Background: an optimization exercise with open tools, aiming at small area, a short achievable clock period and few clock cycles. Do not read the settings as production practice. The RTL was checked by simulation tests, not by an equivalence proof against the original design. The clock input has no modelled driver; a real chip could not lean on it and would need a root buffer or a full tree.

before:
## ni_apb_bridge
module ni_apb_bridge (
    input         clk,
    input         resetn,
    input  [15:0] i_flit,
    input         enable,
    output [15:0] o_flit,
    output        ready,
    output        valid_out,
    input  [31:0] prdata,
    input         pready,
    input         pslverr,
    output [13:0] paddr,
    output        psel,
    output        penable,
    output        pwrite,
    output [31:0] pwdata
);
==> module ni_apb_bridge, before the edit <==
module ni_apb_bridge (
    input         clk,
    input         resetn,
    input  [15:0] i_flit,
    input         enable,
    output [15:0] o_flit,
    output        ready,
    output        valid_out,
    input  [31:0] prdata,
    input         pready,
    input         pslverr,
    output [13:0] paddr,
    output        psel,
    output        penable,
    output        pwrite,
    output [31:0] pwdata
);
  localparam [2:0] RX_IDLE = 3'b000, RX_B0 = 3'b001, RX_B1 = 3'b011, RX_B2 = 3'b010,
                   RX_B3 = 3'b110, RX_TL = 3'b111;
  localparam [2:0] BT_HD = 3'b000, BT_F1 = 3'b001, BT_F2 = 3'b011, BT_F3 = 3'b010,
                   BT_TL = 3'b110;
  reg [15:0] h_q, t_q, o_q;    
  reg [31:0] pw_q;             
  reg        e_q;              
  reg        rdy_q, psel_q, pen_q, vld_q;
  reg [2:0]  rx_q;
  reg        infl_q;           
  reg        pend_q;           
  reg [2:0]  bt_q;
  wire take   = rdy_q & enable;
  wire xend   = pen_q & pready;
  wire ofree  = ~vld_q | (bt_q == BT_TL);
  wire start  = (xend | pend_q) & ofree;
  wire [31:0] rd_perm = {prdata[1:0], prdata[31:18], prdata[17:2]};
  wire [31:0] wr_flit = {i_flit[2:1], i_flit[15:1], i_flit[15:1]};
  wire [31:0] pw_d    = pen_q ? rd_perm : wr_flit;
  wire ld0 = xend | (rx_q == RX_B0);
  wire ld1 = xend | (rx_q == RX_B1);
  wire ld2 = xend | (rx_q == RX_B2);
  always @(posedge clk) begin
    if (!resetn) begin
      rdy_q  <= 1'b1;
      rx_q   <= RX_IDLE;
      infl_q <= 1'b0;
      psel_q <= 1'b0;
      pen_q  <= 1'b0;
      pend_q <= 1'b0;
      vld_q  <= 1'b0;
    end else begin
      case (rx_q)
        RX_IDLE: if (take) rx_q <= RX_B0;
        RX_B0:   rx_q <= RX_B1;
        RX_B1:   rx_q <= RX_B2;
        RX_B2:   rx_q <= RX_B3;
        RX_B3:   rx_q <= RX_TL;
        default: rx_q <= RX_IDLE;
      endcase
      if (take) infl_q <= 1'b1;
      else if (start) infl_q <= 1'b0;
      rdy_q <= ~take & (rx_q == RX_IDLE || rx_q == RX_TL) & (~infl_q | start);
      if ((rx_q == RX_B0 && !i_flit[1]) || (rx_q == RX_B2 && pw_q[0])) psel_q <= 1'b1;
      else if (xend) psel_q <= 1'b0;
      pen_q  <= psel_q & ~xend;
      pend_q <= (xend | pend_q) & ~start;
      if (start) vld_q <= 1'b1;
      else if (bt_q == BT_TL) vld_q <= 1'b0;
    end
  end
  always @(posedge clk) begin
    if (rdy_q) h_q <= i_flit;
    if (rx_q == RX_TL) t_q <= i_flit;
    if (ld0) pw_q[14:0]  <= pw_d[14:0];
    if (ld1) pw_q[29:15] <= pw_d[29:15];
    if (ld2) pw_q[31:30] <= pw_d[31:30];
    if (pen_q) e_q <= pslverr;
    if (ofree) begin
      o_q  <= h_q;
      bt_q <= BT_HD;
    end else begin
      case (bt_q)
        BT_HD:   begin o_q <= {2'b00, pw_q[29:16]};      bt_q <= BT_F1; end
        BT_F1:   begin o_q <= pw_q[15:0];                bt_q <= BT_F2; end
        BT_F2:   begin o_q <= {pw_q[31:30], e_q, 13'b0}; bt_q <= BT_F3; end
        default: begin o_q <= t_q;                       bt_q <= BT_TL; end
      endcase
    end
  end
  assign ready     = rdy_q;
  assign valid_out = vld_q;
  assign o_flit    = o_q;
  assign psel      = psel_q;
  assign penable   = pen_q;
  assign paddr     = pw_q[14:1];
  assign pwrite    = pw_q[0];
  assign pwdata    = pw_q;
endmodule
Settings: LEC_CHECK=0, CAP_MARGIN=20, CORE_MARGIN=2, CORE_UTILIZATION=45, PLACE_DENSITY=0.8, SETUP_SLACK_MARGIN=3.2, SLEW_MARGIN=20; clock period 5.0 ns.
standard.sh (not shown) runs the stock make flow with config.mk's settings and CLKGATE_MAP_FILE= SYNTH_SCRIPT=/design/flow/synth_recipe.tcl, a recipe that flattens the netlist after the stock synthesis.
==> flow/flow/run.sh <==
#!/bin/bash
# The standard layout, except:
#  - the port buffers are sky130_fd_sc_hd__buf_1 (buffer_ports otherwise
#    picks clkdlybuf4s50_1, a slow delay cell);
#  - the clock tree is four clkbuf_16 fed from the clock port, each driving
#    a quarter of the flip-flops (see mantree.tcl), in place of TritonCTS's
#    two-level H-tree.
set -euo pipefail
export BUFFER_PORTS_ARGS="-buffer_cell sky130_fd_sc_hd__buf_1"
export PRE_CTS_TCL="$PWD/flow/pre_cts.tcl"
bash standard.sh finish > standard_flow.log 2>&1
==> flow/flow/mantree.tcl <==
# Clock tree of NB clkbuf_16 buffers, each driving a slice of the flip-flops
# (sorted by x), all fed straight from the clock port.
proc manual_clock_tree { nb } {
  set block [ord::get_db_block]
  set clknet [$block findNet clk]
  set master [[ord::get_db] findMaster sky130_fd_sc_hd__clkbuf_16]
  set sinks {}
  foreach it [$clknet getITerms] {
    set inst [$it getInst]
    set bb [$inst getBBox]
    lappend sinks [list [expr {([$bb xMin] + [$bb xMax]) / 2}] [expr {([$bb yMin] + [$bb yMax]) / 2}] $it]
  }
  set sinks [lsort -integer -index 0 $sinks]
  set n [llength $sinks]
  for {set b 0} {$b < $nb} {incr b} {
    set lo [expr {$b * $n / $nb}]
    set hi [expr {($b + 1) * $n / $nb - 1}]
    set grp [lrange $sinks $lo $hi]
    set sx 0; set sy 0
    foreach s $grp { incr sx [lindex $s 0]; incr sy [lindex $s 1] }
    set cx [expr {$sx / [llength $grp]}]
    set cy [expr {$sy / [llength $grp]}]
    set inst [odb::dbInst_create $block $master clkman_$b]
    set net [odb::dbNet_create $block clkman_net_$b]
    $net setSigType CLOCK
    [$inst findITerm A] connect $clknet
    [$inst findITerm X] connect $net
    foreach s $grp {
      set it [lindex $s 2]
      $it disconnect
      $it connect $net
    }
    $inst setLocation $cx $cy
    $inst setPlacementStatus PLACED
  }
}
==> flow/flow/pre_cts.tcl <==
# Sourced by ORFS's cts.tcl before clock tree synthesis (PRE_CTS_TCL): build
# the clock tree by hand instead, as a few clkbuf_16 fed from the clock port.
source [file join [file dirname [info script]] mantree.tcl]
rename clock_tree_synthesis orfs_clock_tree_synthesis
proc clock_tree_synthesis { args } {
  manual_clock_tree 4
  set_propagated_clock [all_clocks]
}
before | stages: all done | timing, DRC, antenna: all pass
Testbench counts of before, summed over its fixed seeds: cycles 10,485.
Relative to before, the following input files were edited for after:
diff --git a/flow/design.v b/flow/design.v
--- a/flow/design.v
+++ b/flow/design.v
@@ -14,29 +14,29 @@
     output        penable,
     output        pwrite,
     output [31:0] pwdata
 );
   localparam [2:0] RX_IDLE = 3'b000, RX_B0 = 3'b001, RX_B1 = 3'b011, RX_B2 = 3'b010,
                    RX_B3 = 3'b110, RX_TL = 3'b111;
-  localparam [2:0] BT_HD = 3'b000, BT_F1 = 3'b001, BT_F2 = 3'b011, BT_F3 = 3'b010,
-                   BT_TL = 3'b110;
   reg [15:0] h_q, t_q, o_q;    
   reg [31:0] pw_q;             
   reg        e_q;              
   reg        rdy_q, psel_q, pen_q, vld_q;
   reg [2:0]  rx_q;
   reg        infl_q;           
   reg        pend_q;           
-  reg [2:0]  bt_q;
+  reg [3:0]  bt_q;             
   wire take   = rdy_q & enable;
   wire xend   = pen_q & pready;
-  wire ofree  = ~vld_q | (bt_q == BT_TL);
+  wire ofree  = ~vld_q | bt_q[3];
   wire start  = (xend | pend_q) & ofree;
   wire [31:0] rd_perm = {prdata[1:0], prdata[31:18], prdata[17:2]};
   wire [31:0] wr_flit = {i_flit[2:1], i_flit[15:1], i_flit[15:1]};
-  wire [31:0] pw_d    = pen_q ? rd_perm : wr_flit;
+  wire rx_b01 = ~rx_q[2] & rx_q[0];    
+  wire [31:0] pw_d = {(rx_q == RX_B2 && !pen_q) ? wr_flit[31:30] : rd_perm[31:30],
+                      rx_b01 ? wr_flit[29:0] : rd_perm[29:0]};
   wire ld0 = xend | (rx_q == RX_B0);
   wire ld1 = xend | (rx_q == RX_B1);
   wire ld2 = xend | (rx_q == RX_B2);
   always @(posedge clk) begin
     if (!resetn) begin
       rdy_q  <= 1'b1;
@@ -60,32 +60,31 @@
       rdy_q <= ~take & (rx_q == RX_IDLE || rx_q == RX_TL) & (~infl_q | start);
       if ((rx_q == RX_B0 && !i_flit[1]) || (rx_q == RX_B2 && pw_q[0])) psel_q <= 1'b1;
       else if (xend) psel_q <= 1'b0;
       pen_q  <= psel_q & ~xend;
       pend_q <= (xend | pend_q) & ~start;
       if (start) vld_q <= 1'b1;
-      else if (bt_q == BT_TL) vld_q <= 1'b0;
+      else if (bt_q[3]) vld_q <= 1'b0;
     end
   end
   always @(posedge clk) begin
     if (rdy_q) h_q <= i_flit;
     if (rx_q == RX_TL) t_q <= i_flit;
     if (ld0) pw_q[14:0]  <= pw_d[14:0];
     if (ld1) pw_q[29:15] <= pw_d[29:15];
     if (ld2) pw_q[31:30] <= pw_d[31:30];
     if (pen_q) e_q <= pslverr;
     if (ofree) begin
       o_q  <= h_q;
-      bt_q <= BT_HD;
+      bt_q <= 4'b0000;
     end else begin
-      case (bt_q)
-        BT_HD:   begin o_q <= {2'b00, pw_q[29:16]};      bt_q <= BT_F1; end
-        BT_F1:   begin o_q <= pw_q[15:0];                bt_q <= BT_F2; end
-        BT_F2:   begin o_q <= {pw_q[31:30], e_q, 13'b0}; bt_q <= BT_F3; end
-        default: begin o_q <= t_q;                       bt_q <= BT_TL; end
-      endcase
+      bt_q <= {bt_q[2:0], ~|bt_q[2:0]};
+      o_q  <= ({16{~|bt_q[2:0]}} & {2'b00, pw_q[29:16]})
+            | ({16{bt_q[0]}} & pw_q[15:0])
+            | ({16{bt_q[1]}} & {pw_q[31:30], e_q, 13'b0})
+            | ({16{bt_q[2]}} & t_q);
     end
   end
   assign ready     = rdy_q;
   assign valid_out = vld_q;
   assign o_flit    = o_q;
   assign psel      = psel_q;
--- outcome ---
- Delta (after minus before): routed wire length down 9.5%, sequential share of cell area up 3.3 points, time the final worst path needs with I/O delays and setup down 0.031 ns, smallest setup slack after layout up 0.031 ns.
- Fraction of final layout cells with drive strength greater than 1 in after is 2.3 points below before.
- before has a lower number of synthesized register bits than after.
- The lower worst hold margin came out of before.
- Going from before to after, global-route wire length before repair shrank by a few percent.
- Summary of after over before: wire length per cell after detailed routing went down by about 2%; post-CTS setup-driven buffer insertion count grew by 5; area fraction in compound gates after synthesis has increased.
- Across after and before, the outcome is the same: a clean finish for every run.
Testbench counts of after, summed over its fixed seeds: cycles 10,485.
In every run of this note, the design's own scripts or RTL, not TritonCTS, make the clock network.

## port drivers added, routing unchanged
No port has a modelled driver above. Below, the same layouts with a new extraction and two added sets of constraints.
Step 1, drivers: a clkbuf_16 drives clk and a buf_2 each remaining input, both assumed.
Step 2, shift: input delay + t, output delay - t, t = (earliest + latest rising clock arrival at the registers) / 2. This alone moves slack from input paths to output paths.
Slacks: ideal / step 1 / step 2; pairs: ideal / step 1.
| run | shift t [ns] | slack for setup (ns) | worst setup path after step 2 | cell pins on the clock port's net |
|---|---|---|---|---|
| before | 0.222 | 3.196 / 3.125 / 3.023 | input to register | 4 |
| after | 0.221 | 3.227 / 3.158 / 3.103 | input to register | 4 |
After both steps setup and hold are still met in every run listed. For before, which loses most, drivers alone change the setup slack by -0.071 ns; drivers and shift together by -0.173 ns.
